From an optimization exercise on the open Yosys and OpenROAD flow, aimed at small area and a short achievable clock period; shortcuts taken in it are not production practice. At most, simulation tests tie the RTL to the original design; equivalence was not proved. No activity file was given, so power comes from the tool's default toggle rates.

==> lagoon: inputs <==
// rv32i_cpu
module rv32i_cpu (
  input             clk,
  input             rst,
  output     [31:0] pc,
  input      [31:0] inst,
  output            MemWen,
  output     [31:0] MemAddr,
  output     [31:0] MemWdata,
  input      [31:0] MemRdata
);
Settings: LEC_CHECK=0, CAP_MARGIN=20, CORE_MARGIN=2, CORE_UTILIZATION=40, PLACE_DENSITY=0.6, SLEW_MARGIN=20, SYNTH_HIERARCHICAL=1; clock period 19.5 ns.
run.sh (not shown) runs the stock make flow with config.mk's settings and CLKGATE_MAP_FILE= SYNTH_SCRIPT=/design/flow/synth_recipe.tcl, a recipe that flattens the netlist after the stock synthesis.
==> tundra (differences from lagoon) <==
==> flow/flow/run.sh (new file) <==
#!/bin/bash
# Own layout flow: the standard flow (standard.sh), with
#  - the standard synthesis run on its own first, unchanged;
#  - port buffers of a normal buffer cell instead of the default delay cell;
#  - clock tree synthesis without dummy loads;
#  - a larger setup margin for the timing repair steps.
# Each step's full output goes to a log file in this folder; ORFS's own logs are under orfs/logs.
set -euo pipefail
cd "$(dirname "$0")/.."
bash standard.sh synth > flow_synth.log 2>&1
bash standard.sh \
  "BUFFER_PORTS_ARGS=-buffer_cell sky130_fd_sc_hd__buf_2" \
  "CTS_ARGS=-sink_clustering_enable -repair_clock_nets -dont_use_dummy_load" \
  finish > flow_finish.log 2>&1
==> flow/standard.sh (new file) <==
#!/bin/bash
# synth_recipe.tcl (not shown) runs the flow's synth.tcl, then flattens the netlist and writes it again
# the make line also repeats each setting of config.mk as NAME=value (left out here)
make -C /OpenROAD-flow-scripts/flow DESIGN_CONFIG=/design/flow/config.mk WORK_HOME=/design/flow/orfs CLKGATE_MAP_FILE= SYNTH_SCRIPT=/design/flow/synth_recipe.tcl "${@:-finish}"
removed: flow/run.sh
==> qor summary <==
item                                                                 lagoon          tundra
Length of routed met2 wiring                                      102000 µm       100000 µm
R2R Setup Slk                                                      12.86 ns        12.60 ns
Relative slew slack                                                   0.140           0.162
Highest cell delay on the worst timing path                         0.89 ns         0.79 ns
Fraction of area in multi-input gates                                 0.475           0.492
Flop pwr share                                                        0.401           0.427
Non-clock buffer total of the final layout                              328             324
Initial antenna violation count                                           9              13
Lkg Pwr                                                             21.4 nW         20.9 nW
Clock Network Area Fraction                                          0.0667          0.0487
Total detailed-routing wirelength                                 244000 µm       243000 µm
Number of DRC violations after detailed-routing iteration 0           11508           11522
Average vias per placed instance                                       7.76            7.82
Length of the first detailed-routing pass in iterations                  13              14
Result of the run                                            finished clean  finished clean
Detail-routed net length per standard cell                          38.1 µm         38.5 µm
Share of layout cells above drive strength 1                          0.108           0.125
P per Cell Area                                                  153 nW/µm²      149 nW/µm²
Final Critical Period                                              15.54 ns        14.52 ns
Total GRT Usage                                                       0.380           0.381
Maximum VDD drop                                                0.0000880 V     0.0000886 V

---

==> inputs of run A <==
Another version of the RTL of rv32i_cpu (not shown whole).
Design rv32i_cpu, start of the top module:
module rv32i_cpu (
  input             clk,
  input             rst,
  output     [31:0] pc,
  input      [31:0] inst,
  output            MemWen,
  output     [31:0] MemAddr,
  output     [31:0] MemWdata,
  input      [31:0] MemRdata
);
==> module regfile, before the edit <==
module regfile (
  input             clk,
  input             we,
  input      [4:0]  rs1, rs2, rd,
  input      [31:0] rd_data,
  input             use_imm,
  input      [31:0] imm,
  output     [31:0] rs1v, rs1n_agu, rs2v, rs2v_mem
);
  wire [31:0] q [0:31];
  wire [31:0] s1, s2;
  assign q[0] = 32'b0;
  genvar r, k, j;
  generate
    wire [4:0] rs1n, rs2n;
    wire [3:0] lo1n, lo2n;
    wire [7:0] hi1n, hi2n;
    wire       use_imm_n;
    c_inv ui (.a(use_imm), .y(use_imm_n));
    for (j = 0; j < 5; j = j + 1) begin : g_inv
      c_inv i1 (.a(rs1[j]), .y(rs1n[j]));
      c_inv i2 (.a(rs2[j]), .y(rs2n[j]));
    end
    for (j = 0; j < 4; j = j + 1) begin : g_lo
      c_nand2 l1 (.a(j[0] ? rs1[0] : rs1n[0]), .b(j[1] ? rs1[1] : rs1n[1]), .y(lo1n[j]));
      c_nand3 l2 (.a(j[0] ? rs2[0] : rs2n[0]), .b(j[1] ? rs2[1] : rs2n[1]), .c(use_imm_n), .y(lo2n[j]));
    end
    for (j = 0; j < 8; j = j + 1) begin : g_hi
      c_nand3 h1 (.a(j[0] ? rs1[2] : rs1n[2]), .b(j[1] ? rs1[3] : rs1n[3]), .c(j[2] ? rs1[4] : rs1n[4]), .y(hi1n[j]));
      c_nand3 h2 (.a(j[0] ? rs2[2] : rs2n[2]), .b(j[1] ? rs2[3] : rs2n[3]), .c(j[2] ? rs2[4] : rs2n[4]), .y(hi2n[j]));
    end
    assign s1[0] = 1'b0;
    assign s2[0] = 1'b0;
    for (r = 1; r < 32; r = r + 1) begin : g_dec
      c_nor2 d1 (.a(hi1n[r/4]), .b(lo1n[r%4]), .y(s1[r]));
      c_nor2 d2 (.a(hi2n[r/4]), .b(lo2n[r%4]), .y(s2[r]));
    end
    for (r = 1; r < 32; r = r + 1) begin : g_r
      reg  [31:0] x;
      wire [31:0] d;
      wire        w  = we & (rd == r);
      wire        wn = ~w;
      for (k = 0; k < 32; k = k + 1) begin : g_b
        rf_hold h (.q(x[k]), .d(rd_data[k]), .w(w), .wn(wn), .y(d[k]));
      end
      always @(posedge clk) x <= d;
      assign q[r] = x;
    end
    for (k = 0; k < 32; k = k + 1) begin : g_col
      wire [10:0] a1, a2;
      wire [2:0]  o1, o2;
      wire        a2i;
      for (j = 0; j < 10; j = j + 1) begin : g_t
        rf_aoi3 t1 (.a(q[3*j+1][k]), .sa(s1[3*j+1]), .b(q[3*j+2][k]), .sb(s1[3*j+2]),
                    .c(q[3*j+3][k]), .sc(s1[3*j+3]), .y(a1[j]));
        rf_aoi3 t2 (.a(q[3*j+1][k]), .sa(s2[3*j+1]), .b(q[3*j+2][k]), .sb(s2[3*j+2]),
                    .c(q[3*j+3][k]), .sc(s2[3*j+3]), .y(a2[j]));
      end
      c_nand2 n1 (.a(q[31][k]), .b(s1[31]), .y(a1[10]));
      c_nand2 n2 (.a(q[31][k]), .b(s2[31]), .y(a2[10]));
      c_nand2 n3 (.a(imm[k]), .b(use_imm), .y(a2i));
      c_nand4 p10 (.a(a1[0]), .b(a1[1]), .c(a1[2]), .d(a1[3]), .y(o1[0]));
      c_nand4 p11 (.a(a1[4]), .b(a1[5]), .c(a1[6]), .d(a1[7]), .y(o1[1]));
      c_nand3 p12 (.a(a1[8]), .b(a1[9]), .c(a1[10]), .y(o1[2]));
      c_nand4 p20 (.a(a2[0]), .b(a2[1]), .c(a2[2]), .d(a2[3]), .y(o2[0]));
      c_nand4 p21 (.a(a2[4]), .b(a2[5]), .c(a2[6]), .d(a2[7]), .y(o2[1]));
      c_nand4 p22 (.a(a2[8]), .b(a2[9]), .c(a2[10]), .d(a2i), .y(o2[2]));
      c_nor3 f1a (.a(o1[0]), .b(o1[1]), .c(o1[2]), .y(rs1n_agu[k]));
      c_or3  f1b (.a(o1[0]), .b(o1[1]), .c(o1[2]), .y(rs1v[k]));
      c_or3  f2a (.a(o2[0]), .b(o2[1]), .c(o2[2]), .y(rs2v[k]));
      c_or3  f2b (.a(o2[0]), .b(o2[1]), .c(o2[2]), .y(rs2v_mem[k]));
    end
  endgenerate
endmodule
==> module rv32i_cpu, before the edit <==
module rv32i_cpu (
  input             clk,
  input             rst,
  output     [31:0] pc,
  input      [31:0] inst,
  output            MemWen,
  output     [31:0] MemAddr,
  output     [31:0] MemWdata,
  input      [31:0] MemRdata
);
  wire b6 = inst[6], b5 = inst[5], b4 = inst[4], b3 = inst[3], b2 = inst[2];
  wire [2:0] f3 = inst[14:12];
  wire is_store  = ~b6 &  b5 & ~b4;
  wire is_load   = ~b6 & ~b5 & ~b4;
  wire is_branch =  b6 & ~b2;
  wire is_jalr   =  b6 & ~b3 & b2;
  wire is_jal    =  b6 &  b3;
  wire is_lui    = ~b6 &  b5 & b4 &  b2;
  wire is_auipc  = ~b6 & ~b5 & b4 &  b2;
  wire is_alu    = ~b6 & b4 & ~b2;           
  wire regwrite  = ~(is_store | is_branch);
  wire [31:0] immI = {{20{inst[31]}}, inst[31:20]};
  wire [31:0] immB = {{20{inst[31]}}, inst[7], inst[30:25], inst[11:8], 1'b0};
  wire [31:0] immJ = {{12{inst[31]}}, inst[19:12], inst[20], inst[30:21], 1'b0};
  wire [31:0] immU = {inst[31:12], 12'b0};
  wire [31:0] rs1v, rs1n_agu, op2, rs2_mem;
  reg  [31:0] rd_data;
  regfile rf (
    .clk(clk), .we(regwrite), .rs1(inst[19:15]), .rs2(inst[24:20]), .rd(inst[11:7]),
    .rd_data(rd_data), .use_imm(~b5), .imm(immI),
    .rs1v(rs1v), .rs1n_agu(rs1n_agu), .rs2v(op2), .rs2v_mem(rs2_mem)
  );
  wire [31:0] agu_y;
  agu agu_i (.rn(rs1n_agu), .m({inst[31:25], is_store ? inst[11:7] : inst[24:20]}), .y(agu_y));
  assign MemAddr  = agu_y;
  assign MemWdata = rs2_mem;   
  assign MemWen   = is_store;
  wire sub = is_branch | (f3[2:1] == 2'b01) | (b5 & inst[30] & (f3 == 3'b000));
  wire [31:0] sum, p, g;
  wire cout;
  add_bk #(32, 5) alu_add (.a(rs1v), .b(op2 ^ {32{sub}}), .cin(sub), .s(sum), .cout(cout), .p(p), .g(g));
  wire ltu = ~cout;
  wire lt  = (rs1v[31] ^ op2[31]) ? rs1v[31] : ltu;
  wire eq  = &p;
  wire cond = f3[2] ? (f3[1] ? ltu : lt) : eq;
  wire taken = cond ^ f3[0];
  wire [31:0] shr;
  shr32 sh_i (.a(rs1v), .sh(op2[4:0]), .left(~f3[2]), .fill(inst[30] & rs1v[31]), .y(shr));
  wire [31:0] shl;
  genvar gi;
  generate for (gi = 0; gi < 32; gi = gi + 1) begin : g_shl
    assign shl[gi] = shr[31-gi];
  end endgenerate
  wire [31:0] logic_r = (p & {32{~(f3[1] & f3[0])}}) | (g & {32{f3[1]}});
  wire [31:0] pimm = b6 ? (b3 ? immJ : immB) : immU;
  wire [31:0] tgt;
  pc_add pc_add_i (.a(pc[31:1]), .b(pimm[31:1]), .s(tgt[31:1]));
  assign tgt[0] = 1'b0;
  wire [31:0] pc4;
  wire [30:0] ic;
  assign ic[0] = 1'b1;
  genvar ii;
  generate for (ii = 2; ii < 32; ii = ii + 1) begin : g_inc
    assign pc4[ii]  = pc[ii] ^ ic[ii-2];
    assign ic[ii-1] = pc[ii] & ic[ii-2];
  end endgenerate
  assign pc4[1:0] = pc[1:0];
  wire s_sum   = is_alu & (f3 == 3'b000);
  wire s_sll   = is_alu & (f3 == 3'b001);
  wire s_slt   = is_alu & (f3 == 3'b010);
  wire s_sltu  = is_alu & (f3 == 3'b011);
  wire s_logic = is_alu & f3[2] & (f3[1] | ~f3[0]);
  wire s_shr   = is_alu & (f3 == 3'b101);
  always @* begin
    rd_data = ({32{s_sum}}    & sum)
            | ({32{s_sll}}    & shl)
            | ({32{s_slt}}    & {31'b0, lt})
            | ({32{s_sltu}}   & {31'b0, ltu})
            | ({32{s_logic}}  & logic_r)
            | ({32{s_shr}}    & shr)
            | ({32{is_load}}  & MemRdata)
            | ({32{b6}}       & pc4)
            | ({32{is_lui}}   & immU)
            | ({32{is_auipc}} & tgt);
  end
  reg [31:1] pcr;
  assign pc = {pcr, 1'b0};
  always @(posedge clk or posedge rst) begin
    if (rst)                               pcr <= 31'b0;
    else if (is_jalr)                      pcr <= agu_y[31:1];
    else if (is_jal | (is_branch & taken)) pcr <= tgt[31:1];
    else                                   pcr <= pc4[31:1];
  end
endmodule
Settings: LEC_CHECK=0, CAP_MARGIN=20, CORE_MARGIN=2, CORE_UTILIZATION=50, PLACE_DENSITY=0.65, SLEW_MARGIN=20, SYNTH_HIERARCHICAL=1; clock period 19.5 ns.
standard.sh (not shown) runs the stock make flow with config.mk's settings and CLKGATE_MAP_FILE= SYNTH_SCRIPT=/design/flow/synth_recipe.tcl, a recipe that flattens the netlist after the stock synthesis.
==> flow/flow/run.sh <==
#!/bin/bash
# Own layout flow: the standard flow (standard.sh) with these changes:
#  - the standard synthesis runs first, on its own and unchanged;
#  - ports are buffered with buf_2 instead of the default delay cell;
#  - clock tree synthesis uses clusters of up to 14 sinks and 60 um, clkbuf_4/8, no dummy loads;
#  - the timing repair steps aim for a setup slack margin, which sizes up the critical path.
# Each step's full output goes to its own log file in this folder; ORFS's logs are under orfs/logs.
set -euo pipefail
cd "$(dirname "$0")/.."
MARGIN=${MARGIN:-9}
bash standard.sh synth > flow_synth.log 2>&1
bash standard.sh \
  "BUFFER_PORTS_ARGS=-buffer_cell sky130_fd_sc_hd__buf_2" \
  "CTS_ARGS=-sink_clustering_enable -repair_clock_nets -dont_use_dummy_load -sink_clustering_size 14 -sink_clustering_max_diameter 60 -buf_list {sky130_fd_sc_hd__clkbuf_4 sky130_fd_sc_hd__clkbuf_8}" \
  "SETUP_SLACK_MARGIN=$MARGIN" \
  "TNS_END_PERCENT=5" \
  finish > flow_finish.log 2>&1
==> run H (differences from run A) <==
--- a/flow/design.v
+++ b/flow/design.v
@@ -503,26 +503,7 @@
   genvar r, k, j;
   generate
-    wire [4:0] rs1n, rs2n;
-    wire [3:0] lo1n, lo2n;
-    wire [7:0] hi1n, hi2n;
-    wire       use_imm_n;
-    c_inv ui (.a(use_imm), .y(use_imm_n));
-    for (j = 0; j < 5; j = j + 1) begin : g_inv
-      c_inv i1 (.a(rs1[j]), .y(rs1n[j]));
-      c_inv i2 (.a(rs2[j]), .y(rs2n[j]));
-    end
-    for (j = 0; j < 4; j = j + 1) begin : g_lo
-      c_nand2 l1 (.a(j[0] ? rs1[0] : rs1n[0]), .b(j[1] ? rs1[1] : rs1n[1]), .y(lo1n[j]));
-      c_nand3 l2 (.a(j[0] ? rs2[0] : rs2n[0]), .b(j[1] ? rs2[1] : rs2n[1]), .c(use_imm_n), .y(lo2n[j]));
-    end
-    for (j = 0; j < 8; j = j + 1) begin : g_hi
-      c_nand3 h1 (.a(j[0] ? rs1[2] : rs1n[2]), .b(j[1] ? rs1[3] : rs1n[3]), .c(j[2] ? rs1[4] : rs1n[4]), .y(hi1n[j]));
-      c_nand3 h2 (.a(j[0] ? rs2[2] : rs2n[2]), .b(j[1] ? rs2[3] : rs2n[3]), .c(j[2] ? rs2[4] : rs2n[4]), .y(hi2n[j]));
-    end
-    assign s1[0] = 1'b0;
-    assign s2[0] = 1'b0;
-    for (r = 1; r < 32; r = r + 1) begin : g_dec
-      c_nor2 d1 (.a(hi1n[r/4]), .b(lo1n[r%4]), .y(s1[r]));
-      c_nor2 d2 (.a(hi2n[r/4]), .b(lo2n[r%4]), .y(s2[r]));
+    for (r = 0; r < 32; r = r + 1) begin : g_dec
+      assign s1[r] = (rs1 == r);
+      assign s2[r] = (rs2 == r) & ~use_imm;
     end
     for (r = 1; r < 32; r = r + 1) begin : g_r
@@ -540,5 +521,4 @@
       wire [10:0] a1, a2;
       wire [2:0]  o1, o2;
-      wire        a2i;
       for (j = 0; j < 10; j = j + 1) begin : g_t
         rf_aoi3 t1 (.a(q[3*j+1][k]), .sa(s1[3*j+1]), .b(q[3*j+2][k]), .sb(s1[3*j+2]),
@@ -548,6 +528,5 @@
       end
       c_nand2 n1 (.a(q[31][k]), .b(s1[31]), .y(a1[10]));
-      c_nand2 n2 (.a(q[31][k]), .b(s2[31]), .y(a2[10]));
-      c_nand2 n3 (.a(imm[k]), .b(use_imm), .y(a2i));
+      rf_aoi3 n2 (.a(q[31][k]), .sa(s2[31]), .b(imm[k]), .sb(use_imm), .c(1'b0), .sc(1'b0), .y(a2[10]));
       c_nand4 p10 (.a(a1[0]), .b(a1[1]), .c(a1[2]), .d(a1[3]), .y(o1[0]));
       c_nand4 p11 (.a(a1[4]), .b(a1[5]), .c(a1[6]), .d(a1[7]), .y(o1[1]));
@@ -555,5 +534,5 @@
       c_nand4 p20 (.a(a2[0]), .b(a2[1]), .c(a2[2]), .d(a2[3]), .y(o2[0]));
       c_nand4 p21 (.a(a2[4]), .b(a2[5]), .c(a2[6]), .d(a2[7]), .y(o2[1]));
-      c_nand4 p22 (.a(a2[8]), .b(a2[9]), .c(a2[10]), .d(a2i), .y(o2[2]));
+      c_nand3 p22 (.a(a2[8]), .b(a2[9]), .c(a2[10]), .y(o2[2]));
       c_nor3 f1a (.a(o1[0]), .b(o1[1]), .c(o1[2]), .y(rs1n_agu[k]));
       c_or3  f1b (.a(o1[0]), .b(o1[1]), .c(o1[2]), .y(rs1v[k]));
--- a/flow/flow/run.sh
+++ b/flow/flow/run.sh
@@ -14,4 +14,4 @@
   "CTS_ARGS=-sink_clustering_enable -repair_clock_nets -dont_use_dummy_load -sink_clustering_size 14 -sink_clustering_max_diameter 60 -buf_list {sky130_fd_sc_hd__clkbuf_4 sky130_fd_sc_hd__clkbuf_8}" \
   "SETUP_SLACK_MARGIN=$MARGIN" \
-  "TNS_END_PERCENT=5" \
+  "TNS_END_PERCENT=25" \
   finish > flow_finish.log 2>&1
CORE_UTILIZATION = 40   (was 50)
PLACE_DENSITY = 0.6   (was 0.65)
==> run R (differences from run A) <==
--- a/flow/design.v
+++ b/flow/design.v
@@ -496,5 +496,5 @@
   input             use_imm,
   input      [31:0] imm,
-  output     [31:0] rs1v, rs1n_agu, rs2v, rs2v_mem
+  output     [31:0] rs1v, rs1n_agu, rs2v
 );
   wire [31:0] q [0:31];
@@ -503,26 +503,7 @@
   genvar r, k, j;
   generate
-    wire [4:0] rs1n, rs2n;
-    wire [3:0] lo1n, lo2n;
-    wire [7:0] hi1n, hi2n;
-    wire       use_imm_n;
-    c_inv ui (.a(use_imm), .y(use_imm_n));
-    for (j = 0; j < 5; j = j + 1) begin : g_inv
-      c_inv i1 (.a(rs1[j]), .y(rs1n[j]));
-      c_inv i2 (.a(rs2[j]), .y(rs2n[j]));
-    end
-    for (j = 0; j < 4; j = j + 1) begin : g_lo
-      c_nand2 l1 (.a(j[0] ? rs1[0] : rs1n[0]), .b(j[1] ? rs1[1] : rs1n[1]), .y(lo1n[j]));
-      c_nand3 l2 (.a(j[0] ? rs2[0] : rs2n[0]), .b(j[1] ? rs2[1] : rs2n[1]), .c(use_imm_n), .y(lo2n[j]));
-    end
-    for (j = 0; j < 8; j = j + 1) begin : g_hi
-      c_nand3 h1 (.a(j[0] ? rs1[2] : rs1n[2]), .b(j[1] ? rs1[3] : rs1n[3]), .c(j[2] ? rs1[4] : rs1n[4]), .y(hi1n[j]));
-      c_nand3 h2 (.a(j[0] ? rs2[2] : rs2n[2]), .b(j[1] ? rs2[3] : rs2n[3]), .c(j[2] ? rs2[4] : rs2n[4]), .y(hi2n[j]));
-    end
-    assign s1[0] = 1'b0;
-    assign s2[0] = 1'b0;
-    for (r = 1; r < 32; r = r + 1) begin : g_dec
-      c_nor2 d1 (.a(hi1n[r/4]), .b(lo1n[r%4]), .y(s1[r]));
-      c_nor2 d2 (.a(hi2n[r/4]), .b(lo2n[r%4]), .y(s2[r]));
+    for (r = 0; r < 32; r = r + 1) begin : g_dec
+      assign s1[r] = (rs1 == r);
+      assign s2[r] = (rs2 == r) & ~use_imm;
     end
     for (r = 1; r < 32; r = r + 1) begin : g_r
@@ -540,5 +521,4 @@
       wire [10:0] a1, a2;
       wire [2:0]  o1, o2;
-      wire        a2i;
       for (j = 0; j < 10; j = j + 1) begin : g_t
         rf_aoi3 t1 (.a(q[3*j+1][k]), .sa(s1[3*j+1]), .b(q[3*j+2][k]), .sb(s1[3*j+2]),
@@ -548,6 +528,5 @@
       end
       c_nand2 n1 (.a(q[31][k]), .b(s1[31]), .y(a1[10]));
-      c_nand2 n2 (.a(q[31][k]), .b(s2[31]), .y(a2[10]));
-      c_nand2 n3 (.a(imm[k]), .b(use_imm), .y(a2i));
+      rf_aoi3 n2 (.a(q[31][k]), .sa(s2[31]), .b(imm[k]), .sb(use_imm), .c(1'b0), .sc(1'b0), .y(a2[10]));
       c_nand4 p10 (.a(a1[0]), .b(a1[1]), .c(a1[2]), .d(a1[3]), .y(o1[0]));
       c_nand4 p11 (.a(a1[4]), .b(a1[5]), .c(a1[6]), .d(a1[7]), .y(o1[1]));
@@ -555,9 +534,8 @@
       c_nand4 p20 (.a(a2[0]), .b(a2[1]), .c(a2[2]), .d(a2[3]), .y(o2[0]));
       c_nand4 p21 (.a(a2[4]), .b(a2[5]), .c(a2[6]), .d(a2[7]), .y(o2[1]));
-      c_nand4 p22 (.a(a2[8]), .b(a2[9]), .c(a2[10]), .d(a2i), .y(o2[2]));
+      c_nand3 p22 (.a(a2[8]), .b(a2[9]), .c(a2[10]), .y(o2[2]));
       c_nor3 f1a (.a(o1[0]), .b(o1[1]), .c(o1[2]), .y(rs1n_agu[k]));
       c_or3  f1b (.a(o1[0]), .b(o1[1]), .c(o1[2]), .y(rs1v[k]));
-      c_or3  f2a (.a(o2[0]), .b(o2[1]), .c(o2[2]), .y(rs2v[k]));
-      c_or3  f2b (.a(o2[0]), .b(o2[1]), .c(o2[2]), .y(rs2v_mem[k]));
+      c_or3  f2  (.a(o2[0]), .b(o2[1]), .c(o2[2]), .y(rs2v[k]));
     end
   endgenerate
@@ -588,15 +566,15 @@
   wire [31:0] immJ = {{12{inst[31]}}, inst[19:12], inst[20], inst[30:21], 1'b0};
   wire [31:0] immU = {inst[31:12], 12'b0};
-  wire [31:0] rs1v, rs1n_agu, op2, rs2_mem;
+  wire [31:0] rs1v, rs1n_agu, op2;
   reg  [31:0] rd_data;
   regfile rf (
     .clk(clk), .we(regwrite), .rs1(inst[19:15]), .rs2(inst[24:20]), .rd(inst[11:7]),
     .rd_data(rd_data), .use_imm(~b5), .imm(immI),
-    .rs1v(rs1v), .rs1n_agu(rs1n_agu), .rs2v(op2), .rs2v_mem(rs2_mem)
+    .rs1v(rs1v), .rs1n_agu(rs1n_agu), .rs2v(op2)
   );
   wire [31:0] agu_y;
   agu agu_i (.rn(rs1n_agu), .m({inst[31:25], is_store ? inst[11:7] : inst[24:20]}), .y(agu_y));
   assign MemAddr  = agu_y;
-  assign MemWdata = rs2_mem;   
+  assign MemWdata = op2;       
   assign MemWen   = is_store;
   wire sub = is_branch | (f3[2:1] == 2'b01) | (b5 & inst[30] & (f3 == 3'b000));
==> flow/flow/run.sh (replaced) <==
#!/bin/bash
# Own layout flow: the standard flow (standard.sh) with these changes:
#  - the standard synthesis runs first, on its own and unchanged;
#  - ports are buffered with buf_2 instead of the default delay cell;
#  - clock tree synthesis uses clkbuf_4/clkbuf_8 and inserts no dummy loads;
#  - the timing repair steps aim for a setup slack margin, which sizes up the critical path.
# Each step's full output goes to its own log file in this folder; ORFS's logs are under orfs/logs.
set -euo pipefail
cd "$(dirname "$0")/.."
MARGIN=${MARGIN:-0}
bash standard.sh synth > flow_synth.log 2>&1
bash standard.sh \
  "BUFFER_PORTS_ARGS=-buffer_cell sky130_fd_sc_hd__buf_2" \
  "CTS_ARGS=-sink_clustering_enable -repair_clock_nets -dont_use_dummy_load -buf_list {sky130_fd_sc_hd__clkbuf_4 sky130_fd_sc_hd__clkbuf_8}" \
  "SETUP_SLACK_MARGIN=$MARGIN" \
  "TNS_END_PERCENT=5" \
  finish > flow_finish.log 2>&1
CORE_UTILIZATION = 40   (was 50)
PLACE_DENSITY = 0.6   (was 0.65)
==> results.toml <==
[critical_path]
reg2reg_to = "rf.g_r[22].x[30]"

[final_layout]
syn2layout_area_growth_pct = 19.89
multi_input_area_share = 0.4951

[power]
power_frac_comb = 0.389
netSwitchingPower_mw = 2.957
irDropWorstVdd_v = 0.00006401

[run_status]
status = "timing/DRC/antenna clean"

[grt]
first_global_vias = 47140
The numbers above come from run H.

==> results.toml <==
[run_status]
status = "timing/DRC/antenna clean"

[power]
netSwitchingPower_mw = 2.903
power_frac_comb = 0.343

[critical_path]
reg2reg_to = "rf.g_r[18].x[31]"

[grt]
first_global_vias = 46630

[final_layout]
syn2layout_area_growth_pct = 15.20
The numbers above come from run R.

==> results.toml <==
[run_status]
status = "timing/DRC/antenna clean"

[power]
irDropWorstVdd_v = 0.00005895
netSwitchingPower_mw = 2.980
power_frac_comb = 0.389

[critical_path]
reg2reg_to = "rf.g_r[4].x[30]"
cp_common_cell = "nand2_1"

[clocking]
cts-root-buf = "clkbuf_8"

[final_layout]
syn2layout_area_growth_pct = 17.10
multi_input_area_share = 0.5001

[grt]
first_global_vias = 46180

[synthesis]
synth.cells.most_frequent = "a22o_1 (993), dfxtp_1 (992), a222oi_1 (671), nand2_1 (321), o22ai_1 (193)"
The numbers above come from run A.

For run R, only the layout was checked, not whether the RTL still works.

-- what the ideal ports hide --
In the flow no input, the clock included, has a driving cell. The finished layouts below were timed again as built, in two steps. Step 1, drivers: a clkbuf_16 drives clk and a buf_2 each remaining input, both assumed. Step 2 times the ports against the registers' clock, not the clock port: input delays grow and output delays shrink by t, the midpoint of the rising clock arrivals with the driver on. Slacks: ideal ports / drivers / drivers and shift; pairs: ideal ports / drivers.
| run | t (ns) | setup slack, ns | worst setup path at the end | latest minus earliest clock arrival (ns) | worst slew at a driven data input, ns |
|---|---|---|---|---|---|
| lagoon | 0.790 | 3.959 / 3.933 / 3.933 | input to output | 0.047 / 0.047 | 0.05 |
| tundra | 0.770 | 4.985 / 4.964 / 4.964 | input to output | 0.101 / 0.101 | 0.05 |
| run A | 0.842 | 7.854 / 7.786 / 7.786 | input to output | 0.098 / 0.098 | 0.21 |
| run H | 0.850 | 8.139 / 7.996 / 7.996 | input to output | 0.126 / 0.126 | 0.27 |
| run R | 0.946 | 6.200 / 6.172 / 6.172 | input to output | 0.145 / 0.145 | 0.15 |
After both steps every run listed still meets setup and hold. For run H, which loses most, drivers alone change the setup slack by -0.143 ns; drivers and shift together by -0.143 ns.
